Background: an optimization exercise with open tools, aiming at small area, a short achievable clock period and few clock cycles per item. Do not read the settings as production practice. Where RTL was checked, it was by simulation tests only, not by an equivalence proof against the original. For run 5, only the layout was checked, not whether the RTL still works.

### flow/flow/run.sh
#!/bin/bash
# The standard layout, with the port buffers made of sky130_fd_sc_hd__buf_2
# instead of the flow's default pick, and timing repair asked to leave 7.8 ns
# of setup slack.  make's output goes to standard.log; each ORFS step keeps
# its own log under orfs/logs/.
set -euo pipefail
bash standard.sh "BUFFER_PORTS_ARGS=-buffer_cell sky130_fd_sc_hd__buf_2" SETUP_SLACK_MARGIN=7.8 finish > standard.log 2>&1
### flow/standard.sh
#!/bin/bash
# synth_recipe.tcl (not shown) runs the flow's synth.tcl, then flattens the netlist and writes it again
# the make line also repeats each setting of config.mk as NAME=value (left out here)
make -C /OpenROAD-flow-scripts/flow DESIGN_CONFIG=/design/flow/config.mk WORK_HOME=/design/flow/orfs CLKGATE_MAP_FILE= SYNTH_SCRIPT=/design/flow/synth_recipe.tcl "${@:-finish}"
### flow/config.mk
export PLATFORM = sky130hd
export DESIGN_NAME = fft8
export DESIGN_NICKNAME = fft8
export VERILOG_FILES = /design/flow/design.v
export SDC_FILE = /design/flow/constraint.sdc
export NUM_CORES = 4
export LEC_CHECK = 0
export CAP_MARGIN = 20
export CORE_MARGIN = 2
export CORE_UTILIZATION = 55
export CTS_CLUSTER_DIAMETER = 90
export CTS_CLUSTER_SIZE = 25
export PLACE_DENSITY = 0.7
export SLEW_MARGIN = 20
### flow/constraint.sdc
create_clock -name core_clock -period 11.0 [get_ports {clk}]
set_input_delay 2.2000 -clock core_clock [delete_from_list [all_inputs] [get_ports {clk}]]
set_output_delay 2.2000 -clock core_clock [all_outputs]
set_load 0.01 [all_outputs]
### flow/design.v
module fft8_twiddle (
    input  logic signed [16:0] s,
    output logic [15:0]        hi_a,
    output logic [15:0]        hi_b,
    output logic               c15,
    output logic               nz
);
    logic [30:0] x;
    logic [30:0] t0, t1, t2, t3, t4, t5;
    logic [30:0] a1, b1, a2, b2, a3, b3, a4, b4;
    logic [15:0] lo;
    always_comb begin
        x  = 31'(s);
        t0 = x << 1;  t1 = x << 7;  t2 = x << 9;
        t3 = x << 11; t4 = x << 12; t5 = x << 14;
        a1 = t0 ^ t1 ^ t2;  b1 = ((t0 & t1) | (t0 & t2) | (t1 & t2)) << 1;
        a2 = t3 ^ t4 ^ t5;  b2 = ((t3 & t4) | (t3 & t5) | (t4 & t5)) << 1;
        a3 = a1 ^ b1 ^ a2;  b3 = ((a1 & b1) | (a1 & a2) | (b1 & a2)) << 1;
        a4 = a3 ^ b3 ^ b2;  b4 = ((a3 & b3) | (a3 & b2) | (b3 & b2)) << 1;
        lo   = {1'b0, a4[14:0]} + {1'b0, b4[14:0]};
        c15  = lo[15];
        nz   = |lo[14:0];
        hi_a = a4[30:15];
        hi_b = b4[30:15];
    end
endmodule
module fft8_bfly_t (
    input  logic [15:0] b,
    input  logic [15:0] ha,
    input  logic [15:0] hb,
    input  logic        c,
    input  logic        n,
    output logic [15:0] y,
    output logic [15:0] z
);
    logic [15:0] p, q1, q2;
    always_comb begin
        p  = b ^ ha ^ hb;
        q1 = {((b & ha) | (b & hb) | (ha & hb)), n};
        q2 = {((b & ~ha) | (b & ~hb) | (~ha & ~hb)), ~n};
        y  = p + q1 + {15'd0, c};
        z  = p + q2 + {15'd0, ~c};
    end
endmodule
module fft8_bf #(
    parameter integer N = 16
)(
    input  logic [N-1:0] a,
    input  logic [N-1:0] b,
    output logic [N-1:0] s,
    output logic [N-1:0] d
);
    localparam integer L = (N > 16) ? 5 : 4;    
    logic [N-1:0] p, g, h;
    logic [N-1:0] gs [0:L], ps [0:L], gd [0:L], pd [0:L];
    always_comb begin
        p = a ^ b;
        g = a & b;             
        h = a & p;             
        gs[0] = g;  ps[0] = p;
        gd[0] = h;  pd[0] = ~p;
        gd[0][0] = h[0] | ~p[0];
        for (int l = 0; l < L; l++) begin
            gs[l+1] = gs[l];  ps[l+1] = ps[l];
            gd[l+1] = gd[l];  pd[l+1] = pd[l];
            for (int j = 0; j < N; j++)
                if ((j >> l) & 1) begin
                    gs[l+1][j] = gs[l][j] | (ps[l][j] & gs[l][((j >> l) << l) - 1]);
                    ps[l+1][j] = ps[l][j] & ps[l][((j >> l) << l) - 1];
                    gd[l+1][j] = gd[l][j] | (pd[l][j] & gd[l][((j >> l) << l) - 1]);
                    pd[l+1][j] = pd[l][j] & pd[l][((j >> l) << l) - 1];
                end
        end
        s = p ^ {gs[L][N-2:0], 1'b0};
        d = ~p ^ {gd[L][N-2:0], 1'b1};
    end
endmodule
module fft8 #(
    parameter integer WIDTH = 16
)(
    input  logic                   clk,
    input  logic                   rst,
    input  logic                   in_valid,
    output logic                   in_ready,
    input  logic [8*WIDTH-1:0]     in_re_flat,
    input  logic [8*WIDTH-1:0]     in_im_flat,
    output logic                   out_valid,
    output logic [8*WIDTH-1:0]     out_re_flat,
    output logic [8*WIDTH-1:0]     out_im_flat
);
    localparam integer NREG = 5;
    logic [NREG-1:0] vld;
    always_ff @(posedge clk or posedge rst) begin
        if (rst) begin
            vld      <= '0;
            in_ready <= 1'b0;
        end else begin
            vld      <= {vld[NREG-2:0], in_valid & in_ready};
            in_ready <= 1'b1;
        end
    end
    assign out_valid = vld[NREG-1];
    logic signed [15:0] x_re [0:7], x_im [0:7];
    always_comb
        for (int i = 0; i < 8; i++) begin
            x_re[i] = in_re_flat[16*i +: 16];
            x_im[i] = in_im_flat[16*i +: 16];
        end
    logic [7:0] u_hi [0:1][0:3], v_hi [0:1][0:3];
    logic [7:0] s_lo [0:1][0:3], d_lo [0:1][0:3];
    logic       s_c [0:1][0:3], d_c [0:1][0:3];
    always_ff @(posedge clk)
        for (int k = 0; k < 4; k++) begin
            {s_c[0][k], s_lo[0][k]} <= {1'b0, x_re[k][7:0]} + {1'b0, x_re[k+4][7:0]};
            {d_c[0][k], d_lo[0][k]} <= {1'b0, x_re[k][7:0]} + {1'b0, ~x_re[k+4][7:0]} + 9'd1;
            {s_c[1][k], s_lo[1][k]} <= {1'b0, x_im[k][7:0]} + {1'b0, x_im[k+4][7:0]};
            {d_c[1][k], d_lo[1][k]} <= {1'b0, x_im[k][7:0]} + {1'b0, ~x_im[k+4][7:0]} + 9'd1;
            u_hi[0][k] <= x_re[k][15:8];  v_hi[0][k] <= x_re[k+4][15:8];
            u_hi[1][k] <= x_im[k][15:8];  v_hi[1][k] <= x_im[k+4][15:8];
        end
    logic signed [15:0] a_re [0:7], a_im [0:7];
    always_comb
        for (int k = 0; k < 4; k++) begin
            a_re[k]   = {8'(u_hi[0][k] + v_hi[0][k] + 8'(s_c[0][k])), s_lo[0][k]};
            a_re[k+4] = {8'(u_hi[0][k] + ~v_hi[0][k] + 8'(d_c[0][k])), d_lo[0][k]};
            a_im[k]   = {8'(u_hi[1][k] + v_hi[1][k] + 8'(s_c[1][k])), s_lo[1][k]};
            a_im[k+4] = {8'(u_hi[1][k] + ~v_hi[1][k] + 8'(d_c[1][k])), d_lo[1][k]};
        end
    logic [15:0] b_re_c [0:7], b_im_c [0:7];
    fft8_bf u_b0r (.a(a_re[0]), .b(a_re[2]), .s(b_re_c[0]), .d(b_re_c[2]));
    fft8_bf u_b0i (.a(a_im[0]), .b(a_im[2]), .s(b_im_c[0]), .d(b_im_c[2]));
    fft8_bf u_b4r (.a(a_re[1]), .b(a_re[3]), .s(b_re_c[4]), .d(b_re_c[6]));
    fft8_bf u_b4i (.a(a_im[1]), .b(a_im[3]), .s(b_im_c[4]), .d(b_im_c[6]));
    fft8_bf u_b1r (.a(a_re[4]), .b(a_im[6]), .s(b_re_c[1]), .d(b_re_c[3]));
    fft8_bf u_b1i (.a(a_im[4]), .b(a_re[6]), .s(b_im_c[3]), .d(b_im_c[1]));
    fft8_bf u_b5r (.a(a_re[5]), .b(a_im[7]), .s(b_re_c[5]), .d(b_re_c[7]));
    fft8_bf u_b5i (.a(a_im[5]), .b(a_re[7]), .s(b_im_c[7]), .d(b_im_c[5]));
    logic signed [15:0] b_re [0:7], b_im [0:7];
    always_ff @(posedge clk)
        for (int k = 0; k < 8; k++) begin
            b_re[k] <= b_re_c[k];
            b_im[k] <= b_im_c[k];
        end
    logic signed [16:0] s1, d1, s3, d3;
    logic signed [15:0] e_re [0:7], e_im [0:7];     
    logic signed [15:0] q_re [0:1], q_im [0:1];     
    logic [16:0] s1_c, d1_c, s3_c, d3_c;
    logic [15:0] e_re_c [0:7], e_im_c [0:7];
    fft8_bf #(.N(17)) u_s1 (.a({b_im[5][15], b_im[5]}), .b({b_re[5][15], b_re[5]}), .s(s1_c), .d(d1_c));
    fft8_bf #(.N(17)) u_s3 (.a({b_im[7][15], b_im[7]}), .b({b_re[7][15], b_re[7]}), .s(s3_c), .d(d3_c));
    fft8_bf u_e0r (.a(b_re[0]), .b(b_re[4]), .s(e_re_c[0]), .d(e_re_c[4]));
    fft8_bf u_e0i (.a(b_im[0]), .b(b_im[4]), .s(e_im_c[0]), .d(e_im_c[4]));
    fft8_bf u_e2r (.a(b_re[2]), .b(b_im[6]), .s(e_re_c[2]), .d(e_re_c[6]));
    fft8_bf u_e2i (.a(b_im[2]), .b(b_re[6]), .s(e_im_c[6]), .d(e_im_c[2]));
    always_ff @(posedge clk) begin
        s1 <= s1_c;
        d1 <= d1_c;
        s3 <= s3_c;
        d3 <= d3_c;
        for (int k = 0; k < 8; k += 2) begin
            e_re[k] <= e_re_c[k];
            e_im[k] <= e_im_c[k];
        end
        q_re[0] <= b_re[1];  q_im[0] <= b_im[1];
        q_re[1] <= b_re[3];  q_im[1] <= b_im[3];
    end
    logic [15:0] t_a [0:3], t_b [0:3];
    logic        t_c [0:3];
    logic        t_n [0:3];
    logic        nz3;
    fft8_twiddle u_t0 (.s(s1), .hi_a(t_a[0]), .hi_b(t_b[0]), .c15(t_c[0]), .nz());
    fft8_twiddle u_t1 (.s(d1), .hi_a(t_a[1]), .hi_b(t_b[1]), .c15(t_c[1]), .nz());
    fft8_twiddle u_t2 (.s(d3), .hi_a(t_a[2]), .hi_b(t_b[2]), .c15(t_c[2]), .nz());
    fft8_twiddle u_t3 (.s(s3), .hi_a(t_a[3]), .hi_b(t_b[3]), .c15(t_c[3]), .nz(nz3));
    assign t_n[0] = 1'b0;  assign t_n[1] = 1'b0;  assign t_n[2] = 1'b0;
    assign t_n[3] = nz3;    
    logic [15:0] r_a [0:3], r_b [0:3];
    logic        r_c [0:3];
    logic        r_n;
    logic signed [15:0] f_re [0:7], f_im [0:7];     
    logic signed [15:0] g_re [0:1], g_im [0:1];     
    always_ff @(posedge clk) begin
        for (int k = 0; k < 4; k++) begin
            r_a[k] <= t_a[k];
            r_b[k] <= t_b[k];
            r_c[k] <= t_c[k];
        end
        r_n <= t_n[3];
        for (int k = 0; k < 8; k += 2) begin
            f_re[k] <= e_re[k];
            f_im[k] <= e_im[k];
        end
        for (int k = 0; k < 2; k++) begin
            g_re[k] <= q_re[k];
            g_im[k] <= q_im[k];
        end
    end
    logic [15:0] o_re [0:7], o_im [0:7];
    fft8_bfly_t u_x1r (.b(g_re[0]), .ha(r_a[0]), .hb(r_b[0]), .c(r_c[0]), .n(1'b0), .y(o_re[1]), .z(o_re[5]));
    fft8_bfly_t u_x1i (.b(g_im[0]), .ha(r_a[1]), .hb(r_b[1]), .c(r_c[1]), .n(1'b0), .y(o_im[1]), .z(o_im[5]));
    fft8_bfly_t u_x3r (.b(g_re[1]), .ha(r_a[2]), .hb(r_b[2]), .c(r_c[2]), .n(1'b0), .y(o_re[3]), .z(o_re[7]));
    fft8_bfly_t u_x3i (.b(g_im[1]), .ha(r_a[3]), .hb(r_b[3]), .c(r_c[3]), .n(r_n), .y(o_im[7]), .z(o_im[3]));
    always_comb
        for (int k = 0; k < 8; k += 2) begin
            o_re[k] = f_re[k];
            o_im[k] = f_im[k];
        end
    logic [15:0] y_re [0:7], y_im [0:7];
    always_ff @(posedge clk)
        for (int i = 0; i < 8; i++) begin
            y_re[i] <= o_re[i];
            y_im[i] <= o_im[i];
        end
    always_comb
        for (int i = 0; i < 8; i++) begin
            out_re_flat[16*i +: 16] = y_re[i];
            out_im_flat[16*i +: 16] = y_im[i];
        end
endmodule
==> results of run 1 <==
synthesized netlist by cell type, types with 35 or more instances:
library cell	n	area share, %
o21bai_1	112	1.2
xnor2_1	401	5.2
nand3_1	45	0.33
a31oi_1	41	0.38
ha_1	727	14
nor3_1	70	0.52
xor2_1	252	3.3
inv_1	985	5.5
nand2b_1	103	0.96
fa_1	455	14
nor2_1	324	1.8
nand2_1	144	0.80
a21o_1	75	0.84
o21ai_0	167	1.2
dfxtp_1	1331	40
o21a_1	35	0.39
mux2i_1	44	0.65
o31ai_1	43	0.48
nor2b_1	98	0.91
clkbuf_1	72	0.40
and3_1	36	0.33
a21oi_1	352	2.6
sequential cells by signal, indices dropped and copies added, names as in the netlist, 57 cells and up:
name	flops
b_im	124
b_re	124
d_lo	57
e_im	62
e_re	62
f_im	62
f_re	62
r_a	64
r_b	64
s_lo	63
u_hi	64
v_hi	64
y_im	125
y_re	124
logic make-up after synthesis:
group,share of synthesized area (%)
DFF,39.8
adders and majority gates,27.1
buffers and inverters,6.18
AOI/OAI and AO/OA,10.3
and+or+nand+nor,7.08
xor gates and xnor gates,8.50
muxes,1.02
other,0.00557
per-layer routing:
| metal | track usage [%] | up-vias | routed length, µm |
|---|---|---|---|
| met5 | 0 | - | 133 |
| met4 | 8.89 | 22 | 6080 |
| met3 | 3.22 | 245 | 6250 |
| met2 | 45.4 | 873 | 80500 |
| met1 | 33.8 | 21000 | 72700 |
| li1 | - | 21400 | - |
worst paths after layout:
kind | start | end | slack [ns] | cells past startpoint
max in group asynchronous | rst | in_ready$_DFF_PP0_ | 9.42 | 2
worst max-delay path | y_re[6][9]$_DFF_P_ | out_re_flat[105] | 7.57 | 1
worst max register to register | g_im[1][0]$_DFF_P_ | y_im[7][14]$_DFF_P_ | 7.80 | 10
worst min-delay path | f_im[4][4]$_DFF_P_ | y_im[4][4]$_DFF_P_ | 0.32 | 0
min in group asynchronous | rst | vld[1]$_DFF_PP0_ | 1.39 | 2
worst min register to register | f_im[4][4]$_DFF_P_ | y_im[4][4]$_DFF_P_ | 0.32 | 0
timing repair:
item / in CTS / in global routing
buffers inserted: 12 / 21
gates resized for setup: 228 / 294
pin swaps: 21 / 67
hold buffers: 0 / 0
setup endpoints to repair: 317 / 338
cell usage in the layout (no fill, tap or decap), types with 46 or more instances in the layout:
cell type / n
fa_1: 417
dfxtp_1: 1177
o21bai_1: 108
xor2_1: 240
dfxtp_2: 144
buf_2: 383
a21oi_2: 57
nor2b_1: 93
nand2b_1: 101
ha_1: 671
a21o_1: 75
nor2_1: 321
clkbuf_16: 69
ha_4: 46
o21ai_0: 138
o21ai_1: 47
nand2_1: 144
nor3_1: 66
a21oi_1: 295
buf_6: 130
xnor2_1: 387
inv_1: 943
layout make-up:
type                            instances  area [µm²]
Fill cell                            9796       45000
Multi-Input combinational cell       3918       37900
Sequential cell                      1337       27000
Inverter                              985        3860
Timing Repair Buffer                  551        3690
Tap cell                             1625        2030
Clock buffer                           71        1730
Clock inverter                         24         349
Antenna cell                            9        22.5
==> results.json, run 1 <==
{
  "synthArstFlopShare_pct": 0.449,
  "finalSetupTns_ns": 0,
  "grt_use_total_pct": 26.2,
  "clock_path_buffers": 3,
  "totalWireLength_um": 166000,
  "clock_skew_ns": 0.0428,
  "final_area_um2": 76600,
  "tightest_slew_ns": 0.938,
  "ys_seq_elements": 1337,
  "crit_path_end_kind": "output pin",
  "critical_path.max_stage_delay_ns": 0.37,
  "routedWlPerCell_um": 19.5,
  "grt_max_degree": 26,
  "synth.distinct_cells": 96,
  "route.detailed.drc": 0,
  "worstSetupPathType": "register to output pin",
  "path_buf_inv": 1,
  "routed_via_density": 5.11,
  "synth_area_um2": 67300,
  "root_buffer": "clkbuf_16",
  "dp_slack_ns": 6.88,
  "drive_above_1_share_pct": 17.1,
  "die_h_um": 354,
  "syn-instance-count": 6347,
  "placed_cell_area_um2": 72200,
  "crit_chain": "buf_6",
  "clk_pin_slew_ns": 0.10,
  "overflow": 0,
  "hp-class": "register to register",
  "fp.dieW_um": 354,
  "path_max_fanout": 1,
  "finalSetupViolCount": 0,
  "drt-pass1-iter-count": 5,
  "dp_hpwl_um": 138000,
  "synth.avg_cell_area_um2": 10.6,
  "utilization_pct": 63.0,
  "cap_violations": 0,
  "start_util_pct": 55.3,
  "cp_slowest_cell": "dfxtp_4",
  "gp_congestion": 0.904,
  "pin_count": 517,
  "cts_made_buffers": 69,
  "dp_cells": 8383,
  "insertion_delay_ns": 0.73,
  "fin_crit_sh_pct": 31.2,
  "drtIter0Drc": 2223,
  "finish.net_count": 8303,
  "cts_htree_levels": 3,
  "rsz0062_at_grt": "true",
  "max_clock_freq_mhz": 292,
  "period_minus_slack_ns": 3.43,
  "syn_to_final_growth_pct": 13.8,
  "clock-sinks": 1337,
  "hold_ws_ns": 0.319,
  "yosysSeqAreaShare_pct": 39.8,
  "synth_edf_count": 0,
  "slew_headroom_pct": 36.8,
  "ys.flop_type": "dfxtp_1",
  "grt_pass1_wl_um": 250000,
  "grt_pass1_vias": 44100,
  "setup_slack_ns": 7.57,
  "coreArea_um2": 122000,
  "ys.warnings.count": 84,
  "via_count": 43500,
  "fin_cells": 8520,
  "cp-start-kind": "register",
  "port_buffers": 516,
  "critPathRequiredTime_ns": 8.80,
  "ant_nets": 0,
  "hold_viol_final": 0,
  "outcome": "complete, no violations",
  "critical_path_arrival_ns": 1.23,
  "cp_top_family": "flip-flops",
  "cts_tree": "built",
  "placementRows": 128,
  "antenna_found_initial": 28,
  "drv_slew": 0,
  "dieArea_um2": 125000,
  "synth_nets": 7788
}
Testbench counts, summed over its fixed seeds: cycles 2,088, items 2,048.
==> run 2: changes to the inputs <==
--- a/flow/config.mk
+++ b/flow/config.mk
@@ -7,8 +7,8 @@
 export LEC_CHECK = 0
 export CAP_MARGIN = 20
 export CORE_MARGIN = 2
-export CORE_UTILIZATION = 55
+export CORE_UTILIZATION = 60
 export CTS_CLUSTER_DIAMETER = 90
 export CTS_CLUSTER_SIZE = 25
-export PLACE_DENSITY = 0.7
+export PLACE_DENSITY = 0.75
 export SLEW_MARGIN = 20
==> run 2 against run 1 <==
First-iteration DRC count up 4.2%. Sequential share of layout area up 0.085 points. Clock skew down 0.0055 ns. Setup slack better by 0.051 ns. Worst hold slack better by 0.0097 ns. Critical path depth unchanged. Critical path type unchanged. Largest cell class unchanged. Highest routed layer unchanged.
==> results.json, run 2 <==
{
  "outcome": "complete, no violations",
  "cp_top_family": "flip-flops",
  "max_clock_freq_mhz": 296,
  "clock-sinks": 1337,
  "clk_pin_slew_ns": 0.09,
  "syn_to_final_growth_pct": 13.8,
  "top_register": "y_im",
  "setup_slack_ns": 7.62,
  "coreArea_um2": 111000,
  "routedWlPerCell_um": 19.7,
  "cts_tree": "built",
  "cap_violations": 0,
  "synth_simple_gate_area_share_pct": 7.08,
  "cp-start-kind": "register",
  "multi_input_area_um2": 37800,
  "synthArstFlopShare_pct": 0.449,
  "grt_max_degree": 26,
  "drtIter0Drc": 2316,
  "route.detailed.drc": 0,
  "root_buffer": "clkbuf_16",
  "antenna_found_initial": 25,
  "placementRows": 122,
  "netlist.top_cell.by_area": "dfxtp_1",
  "dp_slack_ns": 6.92,
  "gp_congestion": 0.971,
  "grt_pass1_wl_um": 252000,
  "rsz0062_at_grt": "true",
  "synth_top_area_share_pct": 39.6,
  "port_buffers": 516,
  "totalWireLength_um": 166000,
  "finalSetupTns_ns": 0,
  "insertion_delay_ns": 0.69,
  "dieArea_um2": 115000,
  "grt_pass1_vias": 45100,
  "synth_most_common_cell": "dfxtp_1",
  "via_count": 43900,
  "syn-instance-count": 6347,
  "critical_path_arrival_ns": 1.18,
  "worstSetupPathType": "register to output pin",
  "dp_hpwl_um": 136000,
  "clock_skew_ns": 0.0373,
  "tightest_slew_ns": 1.09,
  "die_h_um": 339,
  "path_buf_inv": 1,
  "synthTopCellsByCount": "1331 x dfxtp_1, 985 x inv_1, 727 x ha_1",
  "synth_edf_count": 0,
  "synth_compound_gate_area_share_pct": 10.3,
  "synth_area_um2": 67300,
  "cts_htree_levels": 3,
  "hold_viol_final": 0,
  "grt_use_total_pct": 28.5,
  "cts_made_buffers": 67,
  "drv_slew": 0,
  "synth_area_leaders": "dfxtp_1 40%, fa_1 14%, ha_1 14%",
  "layout_common_cells": "1154 x dfxtp_1, 935 x inv_1, 671 x ha_1, 418 x fa_1, 389 x xnor2_1",
  "critPathRequiredTime_ns": 8.80,
  "yosysSeqAreaShare_pct": 39.8,
  "ys_seq_elements": 1337,
  "fp.dieW_um": 339,
  "synthMuxAreaShare_pct": 1.02,
  "crit_chain": "buf_6",
  "routed_via_density": 5.23,
  "synth-xor-area-share_pct": 8.50,
  "drt-pass1-iter-count": 5,
  "synth_top_family_by_area": "adder cells",
  "cp_slowest_cell": "dfxtp_4",
  "synth_nets": 7788,
  "synth_fa_ha_area_share_pct": 27.1,
  "critical_path.max_stage_delay_ns": 0.40,
  "final_common_cell": "dfxtp_1",
  "period_minus_slack_ns": 3.38,
  "start_util_pct": 60.6,
  "register_area_um2": 27100,
  "clock_path_buffers": 3,
  "crit_path_end_kind": "output pin",
  "overflow": 0,
  "synth.avg_cell_area_um2": 10.6,
  "ant_nets": 0,
  "path_max_fanout": 1,
  "drive_above_1_share_pct": 17.6,
  "ys.flop_type": "dfxtp_1",
  "fin_crit_sh_pct": 30.7,
  "slew_headroom_pct": 26.2,
  "pin_count": 517,
  "synth.distinct_cells": 96,
  "cts_hold_buf": 0,
  "largest_register_ffs": 125,
  "nFillCells": 8352,
  "ys.warnings.count": 84,
  "hp-class": "register to register",
  "finalSetupViolCount": 0,
  "finish.net_count": 8319
}
-- run 2: cell types whose count changed in the layout (fill, tap and decap cells not counted), sizes merged --
| cell | delta |
|---|---|
| buf | +16 |
| clkinv | -5 |
| clkbuf | +4 |
| inv | -4 |
| clkinvlp | +2 |
| diode | -2 |
-- run 2: area by class of cell --
class                           instances  share of cell area [%]
Multi-Input combinational cell       3918                    49.4
Sequential cell                      1337                    35.4
Timing Repair Buffer                  569                    5.26
Inverter                              985                    5.04
Tap cell                             1488                    2.43
Clock buffer                           73                    2.26
Clock inverter                         17                   0.249
Antenna cell                            7                  0.0229
-- run 2: layer usage --
layer,GRT usage (%),vias up,wire length [µm]
met2,49.5,1000,80900
li1,-,21400,-
met5,0,-,98
met1,35.8,21200,70200
met4,12.0,16,7780
met3,3.61,278,6610
-- run 2: stage by stage --
stage	cells	hold slack [ns]	area (µm²)	util, %
after floorplan	6347	0.310	68000	-
after global placement	8246	0.310	72000	64.9
after detailed placement	8246	0.312	72000	64.9
after CTS	8365	0.330	75200	67.7
after global routing	8390	0.331	76500	68.9
final	8394	0.329	76500	69.0
-- run 2: path summary, 6_finish.rpt --
check | startpoint | cells after the start | to | slack, ns
setup / recovery | y_re[4][7]$_DFF_P_ | 1 | out_re_flat[71] | 7.62
hold / removal | f_re[2][15]$_DFF_P_ | 0 | y_re[2][15]$_DFF_P_ | 0.33
setup reg to reg | u_hi[5][0]$_DFF_P_ | 12 | b_im[5][15]$_DFF_P_ | 7.80
hold reg to reg | f_re[2][15]$_DFF_P_ | 0 | y_re[2][15]$_DFF_P_ | 0.33
max in group asynchronous | rst | 2 | vld[3]$_DFF_PP0_ | 9.39
min in group asynchronous | rst | 2 | vld[0]$_DFF_PP0_ | 1.43
-- run 2: cell families (layout without fill, tap and decap cells) --
kind of cell | after synthesis | after routing
AND/OR/NAND/NOR | 952 | 952
buffers and inverters | 1092 | 1644
flip-flops | 1337 | 1337
other | 1 | 8
XOR/XNOR | 653 | 653
multiplexers | 66 | 66
AO/OA/AOI/OAI | 1064 | 1064
adder cells (fa/ha/maj) | 1182 | 1182
-- run 2: timing repair --
| item | in CTS | in global routing |
|---|---|---|
| gates resized for setup | 262 | 321 |
| pin swaps | 36 | 85 |
| setup endpoints to repair | 315 | 341 |
| gates cloned | 0 | 0 |
| setup buffers | 29 | 22 |
==> run 3: changes to the inputs <==
==> flow/flow/run.sh (replaced) <==
#!/bin/bash
# The standard layout, with the port buffers made of sky130_fd_sc_hd__buf_2
# instead of the flow's default pick, and timing repair asked to leave 7.65 ns
# of setup slack.  make's output goes to standard.log; each ORFS step keeps
# its own log under orfs/logs/.
set -euo pipefail
bash standard.sh "BUFFER_PORTS_ARGS=-buffer_cell sky130_fd_sc_hd__buf_2" SETUP_SLACK_MARGIN=7.65 finish > standard.log 2>&1
==> run 3 against run 2 <==
Still clean on timing, DRC and antenna. Register-to-register slack got worse by 0.14 ns. Sequential share of layout area increased by 0.39 points. Core utilization decreased by 0.92 points. Setup slack got worse by 0.0061 ns. Die area unchanged.
==> results.json, run 3 <==
{
  "overflow": 0,
  "cts_made_buffers": 68,
  "dp_cells": 8246,
  "drtIter0Drc": 2373,
  "ys_seq_elements": 1337,
  "r2r_start": "u_hi[5][0]$_DFF_P_",
  "syn_to_final_growth_pct": 12.2,
  "dp_slack_ns": 6.95,
  "synth_area_leaders": "dfxtp_1 40%, fa_1 14%, ha_1 14%",
  "synth.avg_cell_area_um2": 10.6,
  "max_clock_freq_mhz": 295,
  "fin_cells": 8359,
  "gp_congestion": 0.975,
  "final_area_um2": 75500,
  "critical_path_arrival_ns": 1.18,
  "totalWireLength_um": 162000,
  "layout_common_cells": "1188 x dfxtp_1, 952 x inv_1, 681 x ha_1, 434 x fa_1, 396 x xnor2_1",
  "cp_top_family": "flip-flops",
  "cp-start-kind": "register",
  "grt_pass1_wl_um": 249000,
  "synth_nets": 7788,
  "largest_register_ffs": 125,
  "period_minus_slack_ns": 3.38,
  "cp_slowest_cell": "dfrtp_1",
  "cts_tree": "built",
  "hold_viol_final": 0,
  "placementRows": 122,
  "coreArea_um2": 111000,
  "die_h_um": 339,
  "pin_count": 517,
  "crit_path_end_kind": "output pin",
  "grt_use_total_pct": 28.2,
  "root_buffer": "clkbuf_16",
  "synthTopCellsByCount": "1331 x dfxtp_1, 985 x inv_1, 727 x ha_1",
  "finalSetupViolCount": 0,
  "syn-instance-count": 6347,
  "port_buffers": 516,
  "hp-class": "register to register",
  "cts_htree_levels": 3,
  "synth_edf_count": 0,
  "synth_top_area_share_pct": 39.6,
  "drv_slew": 0,
  "drt-pass1-iter-count": 6,
  "synthArstFlopShare_pct": 0.449,
  "worstSetupPathType": "register to output pin",
  "tightest_slew_ns": 1.03,
  "min_from": "b_re[1][2]$_DFF_P_",
  "path_max_fanout": 2,
  "clock_path_buffers": 3,
  "netlist.top_cell.by_area": "dfxtp_1",
  "clock-sinks": 1337,
  "top_register": "y_im",
  "route.detailed.drc": 0,
  "ys.warnings.count": 84,
  "clk_pin_slew_ns": 0.09,
  "drive_above_1_share_pct": 14.9,
  "start_util_pct": 60.6,
  "critical_path.max_stage_delay_ns": 0.39,
  "slew_headroom_pct": 30.6,
  "fp.dieW_um": 339,
  "clock_skew_ns": 0.0344,
  "ant_nets": 0,
  "reg2reg_slack_ns": 7.66,
  "dp_hpwl_um": 136000,
  "placed_cell_area_um2": 72000,
  "ys.flop_type": "dfxtp_1",
  "synth_area_um2": 67300,
  "routed_via_density": 5.20,
  "rsz0062_at_grt": "true",
  "fin_crit_sh_pct": 30.8,
  "cts_hold_buf": 0,
  "grt_pass1_vias": 44600,
  "antenna_found_initial": 26,
  "critPathRequiredTime_ns": 8.80,
  "synth_most_common_cell": "dfxtp_1",
  "cap_violations": 0,
  "yosysSeqAreaShare_pct": 39.8,
  "routedWlPerCell_um": 19.4,
  "final_common_cell": "dfxtp_1",
  "crit_chain": "buf_2",
  "worstHoldEndpoint": "q_re[0][2]$_DFF_P_",
  "outcome": "complete, no violations",
  "finish.net_count": 8275,
  "whs_path_depth": 0,
  "setup_slack_ns": 7.62,
  "synth.distinct_cells": 96,
  "path_buf_inv": 1,
  "grt_max_degree": 27,
  "insertion_delay_ns": 0.68,
  "finalSetupTns_ns": 0,
  "via_count": 43500,
  "r2r-end": "b_im[7][15]$_DFF_P_",
  "dieArea_um2": 115000,
  "worst-r2r-cell-count": 11
}
-- run 3: what timing repair did --
action                                  in CTS  in global routing
pin swaps                                    1                 16
endpoints found under the hold margin        0                  0
setup buffers                                0                  6
endpoints found under the setup margin     158                227
gates resized for setup                    179                194
-- run 3: cell type report --
class                      instances  area (µm²)
sequential                      1337       27000
clock buffer                      76        1790
inverter                         985        3840
multi-input combinational       3918       37200
fill                            8423       35500
tap                             1488        1860
antenna                           10        25.0
timing repair buffer             524        3490
clock inverter                    21         269
-- run 3: worst register-to-register path: stages (launching register included) --
cell and delay (ns):
dfxtp_1 0.36, inv_1 0.07, fa_1 0.45, inv_1 0.10, fa_2 0.23, xor2_2 0.27, ha_1 0.36, or3_1 0.39
o21ai_0 0.12, a311oi_2 0.10, a311oi_1 0.34, xor2_1 0.41
-- run 3: cells by family (layout without fill, tap and decap cells) --
| kind of cell | after synthesis | after routing | synth area share, % |
|---|---|---|---|
| flops | 1337 | 1337 | 39.8 |
| compound gates | 1064 | 1064 | 10.3 |
| other cells | 1 | 11 | 0.00557 |
| buf+inv | 1092 | 1606 | 6.18 |
| xor+xnor | 653 | 653 | 8.50 |
| fa+ha+maj | 1182 | 1182 | 27.1 |
| mux | 66 | 66 | 1.02 |
| simple gates | 952 | 952 | 7.08 |
-- run 3: per-layer routing --
| layer | global-route usage, % | part of all wire (%) |
|---|---|---|
| met5 | 0 | 0.085 |
| met3 | 3.28 | 4.0 |
| met2 | 49.0 | 49 |
| met1 | 35.9 | 43 |
| met4 | 10.9 | 4.3 |
-- run 3: through the flow --
| stage | utilization, % | hold WS (ns) |
|---|---|---|
| 2_1_floorplan | - | 0.310 |
| 3_3_place_gp | 64.8 | 0.310 |
| 3_5_place_dp | 64.8 | 0.312 |
| 4_1_cts | 67.3 | 0.320 |
| 5_1_grt | 68.0 | 0.323 |
| 6_report | 68.0 | 0.317 |
-- run 3: worst max-delay path by stage --
stage	start	end	slack [ns]	cells past startpoint
floorplan	in_im_flat[16]	d_c[5]$_DFF_P_	7.49	10
global placement	in_re_flat[0]	d_c[0]$_DFF_P_	6.96	11
detailed placement	in_im_flat[32]	d_c[6]$_DFF_P_	6.95	11
CTS	g_im[1][0]$_DFF_P_	y_im[7][14]$_DFF_P_	7.53	10
global route	d_c[3]$_DFF_P_	b_im[7][15]$_DFF_P_	7.52	15
finish	in_ready$_DFF_PP0_	in_ready	7.62	1
==> run 4: changes to the inputs <==
==> flow/run.sh (new file) <==
#!/bin/bash
# synth_recipe.tcl (not shown) runs the flow's synth.tcl, then flattens the netlist and writes it again
# the make line also repeats each setting of config.mk as NAME=value (left out here)
make -C /OpenROAD-flow-scripts/flow DESIGN_CONFIG=/design/flow/config.mk WORK_HOME=/design/flow/orfs CLKGATE_MAP_FILE= SYNTH_SCRIPT=/design/flow/synth_recipe.tcl finish
--- a/flow/config.mk
+++ b/flow/config.mk
@@ -11,4 +11,5 @@
 export CTS_CLUSTER_DIAMETER = 90
 export CTS_CLUSTER_SIZE = 25
 export PLACE_DENSITY = 0.75
+export SETUP_SLACK_MARGIN = 5
 export SLEW_MARGIN = 20
removed: flow/flow/run.sh
removed: flow/standard.sh
==> run 4 against run 3 <==
First-iteration DRC count is 3.2% higher. Worst hold slack better by 0.0070 ns. Clock skew is 0.0014 ns lower. Final cell count is 0.25% lower. Area after synthesis stayed put. Largest cell class unchanged. Sequential share of layout area is 0.38 points lower. Die area stayed put. Count of clock-buffer cells in the layout is 4 lower. Highest routed layer unchanged. Still clean. Critical endpoint is now out_re_flat[38]. Non-clock buffer count is 7 lower. Register-to-register slack worse by 0.35 ns.
==> results.json, run 4 <==
{
  "via_count": 43700,
  "netlist.top_cell.by_area": "dfxtp_1",
  "clock-sinks": 1337,
  "met3WireLength_um": 7060,
  "critical_path.max_stage_delay_ns": 0.57,
  "grt_pass1_wl_um": 251000,
  "ys.flop_type": "dfxtp_1",
  "antenna_found_initial": 26,
  "synth_area_um2": 67300,
  "placementRows": 122,
  "synth_edf_count": 0,
  "start_util_pct": 60.6,
  "utilization_pct": 68.3,
  "critPathRequiredTime_ns": 8.80,
  "hold_viol_final": 0,
  "synthArstFlopShare_pct": 0.449,
  "post_cts_resized": 0,
  "drt-pass1-iter-count": 5,
  "clock_skew_ns": 0.0330,
  "cp_top_family": "buffers and inverters",
  "max_clock_freq_mhz": 259,
  "finish.net_count": 8266,
  "layout_common_cells": "1330 x dfxtp_1, 985 x inv_1, 727 x ha_1, 516 x clkdlybuf4s50_1, 455 x fa_1",
  "grt_use_total_pct": 28.4,
  "synth.avg_cell_area_um2": 10.6,
  "synth_most_common_cell": "dfxtp_1",
  "hold_ws_ns": 0.324,
  "top_register": "y_im",
  "insertion_delay_ns": 0.69,
  "clk_pin_slew_ns": 0.10,
  "yosysSeqAreaShare_pct": 39.8,
  "cp_slowest_cell": "clkdlybuf4s50_1",
  "root_buffer": "clkbuf_16",
  "slew_headroom_pct": 34.2,
  "routed_via_density": 5.24,
  "totalWireLength_um": 164000,
  "synth_area_leaders": "dfxtp_1 40%, fa_1 14%, ha_1 14%",
  "path_max_fanout": 1,
  "cts_tree": "built",
  "drv_slew": 0,
  "coreArea_um2": 111000,
  "period_minus_slack_ns": 3.87,
  "ant_nets": 0,
  "synthTopCellsByCount": "1331 x dfxtp_1, 985 x inv_1, 727 x ha_1",
  "path_buf_inv": 1,
  "crit_chain": "clkdlybuf4s50_1",
  "dp_hpwl_um": 138000,
  "largest_register_ffs": 125,
  "synth_top_area_share_pct": 39.6,
  "fin_crit_sh_pct": 35.2,
  "synth.distinct_cells": 96,
  "ys.warnings.count": 84,
  "post_cts_buffers": 0,
  "clock_path_buffers": 3,
  "rsz0062_at_grt": "false",
  "cap_violations": 0,
  "cts_made_buffers": 66,
  "grt_max_degree": 26,
  "syn-instance-count": 6347,
  "crit_path_end_kind": "output pin",
  "synth_nets": 7788,
  "hp-class": "register to register",
  "ys_seq_elements": 1337,
  "routedWlPerCell_um": 19.6,
  "placed_cell_area_um2": 73800,
  "worstSetupPathType": "register to output pin",
  "drtIter0Drc": 2448,
  "critical_path_arrival_ns": 1.67,
  "port_buffers": 516,
  "cp-start-kind": "register",
  "route.detailed.drc": 0,
  "die_h_um": 339,
  "syn_to_final_growth_pct": 12.6,
  "cts_htree_levels": 3,
  "finalSetupViolCount": 0,
  "pin_count": 517,
  "tightest_slew_ns": 0.985,
  "final_common_cell": "dfxtp_1",
  "final_area_um2": 75800,
  "outcome": "complete, no violations",
  "wl_met1_um": 70300,
  "grt_pass1_vias": 44300,
  "overflow": 0,
  "wl_met2_um": 78800,
  "dieArea_um2": 115000,
  "finalSetupTns_ns": 0,
  "gp_congestion": 0.956,
  "fp.dieW_um": 339,
  "cts_hold_buf": 0,
  "drive_above_1_share_pct": 2.59,
  "topRoutingLayerUsed": "met5"
}
run 4: layer usage:
metal  up-vias  global-route usage (%)
met2      1098                    49.0
met1     21000                    36.2
met5         -                       0
li1      21300                       -
met3       264                    3.40
met4        24                    12.0
run 4: per-stage QoR:
step	worst slack (ns)	cells
after global placement	6.61	8245
after CTS	7.07	8333
after detailed placement	6.55	8245
final	7.13	8338
after global routing	6.99	8337
after floorplan	7.30	6347
run 4: final cells by class:
| class | instances | area [µm²] |
|---|---|---|
| multi-input combinational | 3918 | 36300 |
| tap | 1488 | 1860 |
| fill | 8581 | 35200 |
| timing repair buffer | 517 | 5170 |
| clock inverter | 16 | 205 |
| inverter | 985 | 3700 |
| sequential | 1337 | 26800 |
| clock buffer | 72 | 1690 |
| antenna | 5 | 12.5 |
run 4: worst paths after layout:
| kind | slack, ns | end | depth (start not counted) | startpoint |
|---|---|---|---|---|
| worst min register to register | 0.32 | y_re[0][2]$_DFF_P_ | 0 | f_re[0][2]$_DFF_P_ |
| max in group asynchronous | 9.08 | vld[4]$_DFF_PP0_ | 2 | rst |
| min in group asynchronous | 1.75 | vld[0]$_DFF_PP0_ | 2 | rst |
| worst max-delay path | 7.13 | out_re_flat[38] | 1 | y_re[2][6]$_DFF_P_ |
| worst max register to register | 7.31 | b_im[1][15]$_DFF_P_ | 12 | d_c[2]$_DFF_P_ |
| worst min-delay path | 0.32 | y_re[0][2]$_DFF_P_ | 0 | f_re[0][2]$_DFF_P_ |
run 4: cells by family (layout without fill, tap and decap cells):
logic type               after synthesis  count (layout)  share of synthesized area, %
buffers and inverters               1092            1590                          6.18
multiplexers                          66              66                          1.02
flip-flops                          1337            1337                          39.8
other                                  1               6                       0.00557
AND/OR/NAND/NOR                      952             952                          7.08
AO/OA/AOI/OAI                       1064            1064                          10.3
XOR/XNOR                             653             653                          8.50
adder cells (fa/ha/maj)             1182            1182                          27.1
==> run 5: changes to the inputs <==
--- a/flow/design.v
+++ b/flow/design.v
@@ -106,25 +106,27 @@
             x_re[i] = in_re_flat[16*i +: 16];
             x_im[i] = in_im_flat[16*i +: 16];
         end
-    logic [7:0] u_hi [0:1][0:3], v_hi [0:1][0:3];
-    logic [7:0] s_lo [0:1][0:3], d_lo [0:1][0:3];
-    logic       s_c [0:1][0:3], d_c [0:1][0:3];
+    localparam integer LO = 6;
+    localparam integer HI = 16 - LO;
+    logic [HI-1:0] u_hi [0:1][0:3], v_hi [0:1][0:3];
+    logic [LO-1:0] s_lo [0:1][0:3], d_lo [0:1][0:3];
+    logic          s_c [0:1][0:3], d_c [0:1][0:3];
     always_ff @(posedge clk)
         for (int k = 0; k < 4; k++) begin
-            {s_c[0][k], s_lo[0][k]} <= {1'b0, x_re[k][7:0]} + {1'b0, x_re[k+4][7:0]};
-            {d_c[0][k], d_lo[0][k]} <= {1'b0, x_re[k][7:0]} + {1'b0, ~x_re[k+4][7:0]} + 9'd1;
-            {s_c[1][k], s_lo[1][k]} <= {1'b0, x_im[k][7:0]} + {1'b0, x_im[k+4][7:0]};
-            {d_c[1][k], d_lo[1][k]} <= {1'b0, x_im[k][7:0]} + {1'b0, ~x_im[k+4][7:0]} + 9'd1;
-            u_hi[0][k] <= x_re[k][15:8];  v_hi[0][k] <= x_re[k+4][15:8];
-            u_hi[1][k] <= x_im[k][15:8];  v_hi[1][k] <= x_im[k+4][15:8];
+            {s_c[0][k], s_lo[0][k]} <= {1'b0, x_re[k][LO-1:0]} + {1'b0, x_re[k+4][LO-1:0]};
+            {d_c[0][k], d_lo[0][k]} <= {1'b0, x_re[k][LO-1:0]} + {1'b0, ~x_re[k+4][LO-1:0]} + (LO+1)'(1);
+            {s_c[1][k], s_lo[1][k]} <= {1'b0, x_im[k][LO-1:0]} + {1'b0, x_im[k+4][LO-1:0]};
+            {d_c[1][k], d_lo[1][k]} <= {1'b0, x_im[k][LO-1:0]} + {1'b0, ~x_im[k+4][LO-1:0]} + (LO+1)'(1);
+            u_hi[0][k] <= x_re[k][15:LO];  v_hi[0][k] <= x_re[k+4][15:LO];
+            u_hi[1][k] <= x_im[k][15:LO];  v_hi[1][k] <= x_im[k+4][15:LO];
         end
     logic signed [15:0] a_re [0:7], a_im [0:7];
     always_comb
         for (int k = 0; k < 4; k++) begin
-            a_re[k]   = {8'(u_hi[0][k] + v_hi[0][k] + 8'(s_c[0][k])), s_lo[0][k]};
-            a_re[k+4] = {8'(u_hi[0][k] + ~v_hi[0][k] + 8'(d_c[0][k])), d_lo[0][k]};
-            a_im[k]   = {8'(u_hi[1][k] + v_hi[1][k] + 8'(s_c[1][k])), s_lo[1][k]};
-            a_im[k+4] = {8'(u_hi[1][k] + ~v_hi[1][k] + 8'(d_c[1][k])), d_lo[1][k]};
+            a_re[k]   = {HI'(u_hi[0][k] + v_hi[0][k] + HI'(s_c[0][k])), s_lo[0][k]};
+            a_re[k+4] = {HI'(u_hi[0][k] + ~v_hi[0][k] + HI'(d_c[0][k])), d_lo[0][k]};
+            a_im[k]   = {HI'(u_hi[1][k] + v_hi[1][k] + HI'(s_c[1][k])), s_lo[1][k]};
+            a_im[k+4] = {HI'(u_hi[1][k] + ~v_hi[1][k] + HI'(d_c[1][k])), d_lo[1][k]};
         end
     logic [15:0] b_re_c [0:7], b_im_c [0:7];
     fft8_bf u_b0r (.a(a_re[0]), .b(a_re[2]), .s(b_re_c[0]), .d(b_re_c[2]));
==> flow/flow/run.sh (new file) <==
#!/bin/bash
# The standard layout, with the port buffers made of sky130_fd_sc_hd__buf_2
# instead of the flow's default pick, and timing repair asked to leave 7.75 ns
# of setup slack.  make's output goes to standard.log; each ORFS step keeps
# its own log under orfs/logs/.
set -euo pipefail
bash standard.sh "BUFFER_PORTS_ARGS=-buffer_cell sky130_fd_sc_hd__buf_2" SETUP_SLACK_MARGIN=7.75 finish > standard.log 2>&1
==> flow/standard.sh (new file) <==
#!/bin/bash
# synth_recipe.tcl (not shown) runs the flow's synth.tcl, then flattens the netlist and writes it again
# the make line also repeats each setting of config.mk as NAME=value (left out here)
make -C /OpenROAD-flow-scripts/flow DESIGN_CONFIG=/design/flow/config.mk WORK_HOME=/design/flow/orfs CLKGATE_MAP_FILE= SYNTH_SCRIPT=/design/flow/synth_recipe.tcl "${@:-finish}"
--- a/flow/config.mk
+++ b/flow/config.mk
@@ -11,5 +11,4 @@
 export CTS_CLUSTER_DIAMETER = 90
 export CTS_CLUSTER_SIZE = 25
 export PLACE_DENSITY = 0.75
-export SETUP_SLACK_MARGIN = 5
 export SLEW_MARGIN = 20
removed: flow/run.sh
==> run 5 against run 4 <==
Still clean. Wire length increased by 3.5%. Setup slack improved by 0.43 ns. Register-to-register slack improved by 0.36 ns. Critical endpoint is now in_ready.
==> results.json, run 5 <==
{
  "cp_slowest_cell": "dfrtp_1",
  "coreArea_um2": 111000,
  "synthArstFlopShare_pct": 0.449,
  "overflow": 0,
  "multi_input_area_um2": 38600,
  "path_max_fanout": 2,
  "clock_path_buffers": 3,
  "synth_fa_ha_area_share_pct": 27.3,
  "routed_via_density": 5.30,
  "reg2reg_slack_ns": 7.67,
  "die_h_um": 338,
  "insertion_delay_ns": 0.73,
  "grt_max_degree": 27,
  "synth.distinct_cells": 94,
  "cp-start-kind": "register",
  "finalSetupViolCount": 0,
  "hold_viol_final": 0,
  "ys.flop_type": "dfxtp_1",
  "routedWlPerCell_um": 20.1,
  "hp-class": "register to register",
  "ys.warnings.count": 84,
  "grt_pass1_wl_um": 251000,
  "path_buf_inv": 1,
  "slew_headroom_pct": 41.5,
  "synth_nets": 7754,
  "syn-instance-count": 6313,
  "cts_htree_levels": 2,
  "grt_use_total_pct": 29.0,
  "final_common_cell": "dfxtp_1",
  "finish.net_count": 8373,
  "worstSetupPathType": "register to output pin",
  "critPathRequiredTime_ns": 8.80,
  "totalWireLength_um": 169000,
  "dp_cells": 8216,
  "critical_path.max_stage_delay_ns": 0.39,
  "layout_common_cells": "1138 x dfxtp_1, 926 x inv_1, 658 x ha_1, 402 x fa_1, 372 x nor2_1",
  "met2_usage_pct": 50.4,
  "hold_ws_ns": 0.320,
  "start_util_pct": 60.4,
  "crit_path_end_kind": "output pin",
  "port_buffers": 516,
  "synthMuxAreaShare_pct": 0.602,
  "grtUsageMet1_pct": 36.9,
  "critical_path_arrival_ns": 1.24,
  "crit_chain": "buf_2",
  "synth_top_family_by_area": "adder cells",
  "yosysSeqAreaShare_pct": 40.1,
  "synth_simple_gate_area_share_pct": 7.73,
  "finalSetupTns_ns": 0,
  "rsz0062_at_grt": "true",
  "top_register": "y_im",
  "fin_cells": 8442,
  "met3_usage_pct": 3.53,
  "syn_to_final_growth_pct": 16.4,
  "register_area_um2": 27100,
  "cp_top_family": "flip-flops",
  "setup_slack_ns": 7.56,
  "max_clock_freq_mhz": 291,
  "synth.avg_cell_area_um2": 10.6,
  "synth_edf_count": 0,
  "synth_compound_gate_area_share_pct": 9.67,
  "drt-pass1-iter-count": 6,
  "fp.dieW_um": 338,
  "grt_pass1_vias": 44900,
  "clk_pin_slew_ns": 0.09,
  "largest_register_ffs": 125,
  "clock_skew_ns": 0.0312,
  "ys_seq_elements": 1337,
  "drv_slew": 0,
  "gp_congestion": 0.953,
  "synth_top_area_share_pct": 39.9,
  "outcome": "complete, no violations",
  "clock-sinks": 1337,
  "nFillCells": 8130,
  "period_minus_slack_ns": 3.44,
  "netlist.top_cell.by_area": "dfxtp_1",
  "via_count": 44700,
  "dieArea_um2": 114000,
  "synthTopCellsByCount": "1331 x dfxtp_1, 965 x inv_1, 727 x ha_1",
  "synth_area_leaders": "dfxtp_1 40%, fa_1 14%, ha_1 14%",
  "placementRows": 122,
  "cts_made_buffers": 61,
  "pin_count": 517,
  "fin_crit_sh_pct": 31.3,
  "ant_nets": 0,
  "synth_area_um2": 66800,
  "cap_violations": 0,
  "tightest_slew_ns": 0.877,
  "synth_most_common_cell": "dfxtp_1",
  "drive_above_1_share_pct": 20.4,
  "root_buffer": "clkbuf_16",
  "top_usage_layer": "met2",
  "cts_hold_buf": 0,
  "drtIter0Drc": 2655,
  "synth-xor-area-share_pct": 8.46,
  "route.detailed.drc": 0,
  "dp_slack_ns": 7.03,
  "antenna_found_initial": 18,
  "dp_hpwl_um": 137000,
  "cts_tree": "built"
}
==> run 5: cell types whose count changed in the layout (fill, tap and decap cells not counted), sizes merged, moves of 21 or more <==
cell           previous run  this run
clkdlybuf4s50           516         0
nor2                    324       385
buf                       1       659
nand2                   144       181
a21oi                   354       284
inv                     993       972
nor3                     70       143
o21ai                   191       157
==> run 5: timing repair <==
item                       CTS  global route
setup endpoints to repair  350           359
pin swaps                   85           152
buffers inserted            70            71
cloned                       0             0
resized for setup          458           406
==> run 5: logic make-up after synthesis <==
| logic type | Yosys count |
|---|---|
| and+or+nand+nor | 1077 |
| adders and majority gates | 1182 |
| muxes | 39 |
| xor gates and xnor gates | 642 |
| buffers and inverters | 1068 |
| DFF | 1337 |
| AOI/OAI and AO/OA | 967 |
| other | 1 |
==> run 5: layout make-up <==
type | count | share of cell area (%)
clock inverter | 13 | 0.238
sequential | 1337 | 34.8
inverter | 965 | 4.76
timing repair buffer | 659 | 6.16
clock buffer | 66 | 2.01
antenna | 6 | 0.0193
tap | 1488 | 2.39
multi-input combinational | 3908 | 49.6
==> run 5: final timing paths <==
| kind | endpoint | depth (start not counted) | start |
|---|---|---|---|
| setup / recovery | in_ready | 1 | in_ready$_DFF_PP0_ |
| hold / removal | y_re[2][2]$_DFF_P_ | 0 | f_re[2][2]$_DFF_P_ |
| setup reg to reg | b_im[2][15]$_DFF_P_ | 17 | s_c[6]$_DFF_P_ |
| hold reg to reg | y_re[2][2]$_DFF_P_ | 0 | f_re[2][2]$_DFF_P_ |
| max in group asynchronous | vld[1]$_DFF_PP0_ | 2 | rst |
| min in group asynchronous | vld[0]$_DFF_PP0_ | 2 | rst |
==> run 5: per-stage QoR <==
step	cell area, µm²	utilization (%)
2_1_floorplan	67200	-
3_3_place_gp	71200	64.4
3_5_place_dp	71200	64.4
4_1_cts	75400	68.2
5_1_grt	77700	70.3
6_report	77800	70.4
==> run 5: per-layer routing <==
| metal | up-vias | share of wire (%) |
|---|---|---|
| li1 | 21400 | - |
| met1 | 21700 | 41 |
| met2 | 1306 | 49 |
| met3 | 288 | 5.5 |
| met4 | 4 | 4.6 |
| met5 | - | 0.012 |

## afterwards: timing with drivers on the ports
No port has a modelled driver above. Below, the same layouts with a new extraction and two added sets of constraints.
Step 1 sets driving cells, clkbuf_16 on the clock port and buf_2 on the other inputs (assumed; they add their load-dependent delay and slew).
Step 2 times the ports against the registers' clock, not the clock port: input delays grow and output delays shrink by t, the midpoint of the rising clock arrivals with the driver on.
Slacks: ideal ports / drivers / drivers and shift; pairs: ideal ports / drivers.
| run | t, ns | setup slack, ns | latest minus earliest clock arrival (ns) |
|---|---|---|---|
| run 1 | 0.785 | 7.571 / 7.492 / 7.076 | 0.055 / 0.055 |
| run 2 | 0.743 | 7.622 / 7.544 / 7.068 | 0.048 / 0.048 |
| run 3 | 0.740 | 7.616 / 7.537 / 7.008 | 0.045 / 0.045 |
| run 4 | 0.750 | 7.133 / 7.053 / 6.403 | 0.041 / 0.041 |
| run 5 | 0.792 | 7.562 / 7.485 / 7.204 | 0.033 / 0.033 |
After both steps setup and hold are still met in every run listed. For run 4, which loses most, drivers alone change the setup slack by -0.080 ns; drivers and shift together by -0.730 ns.
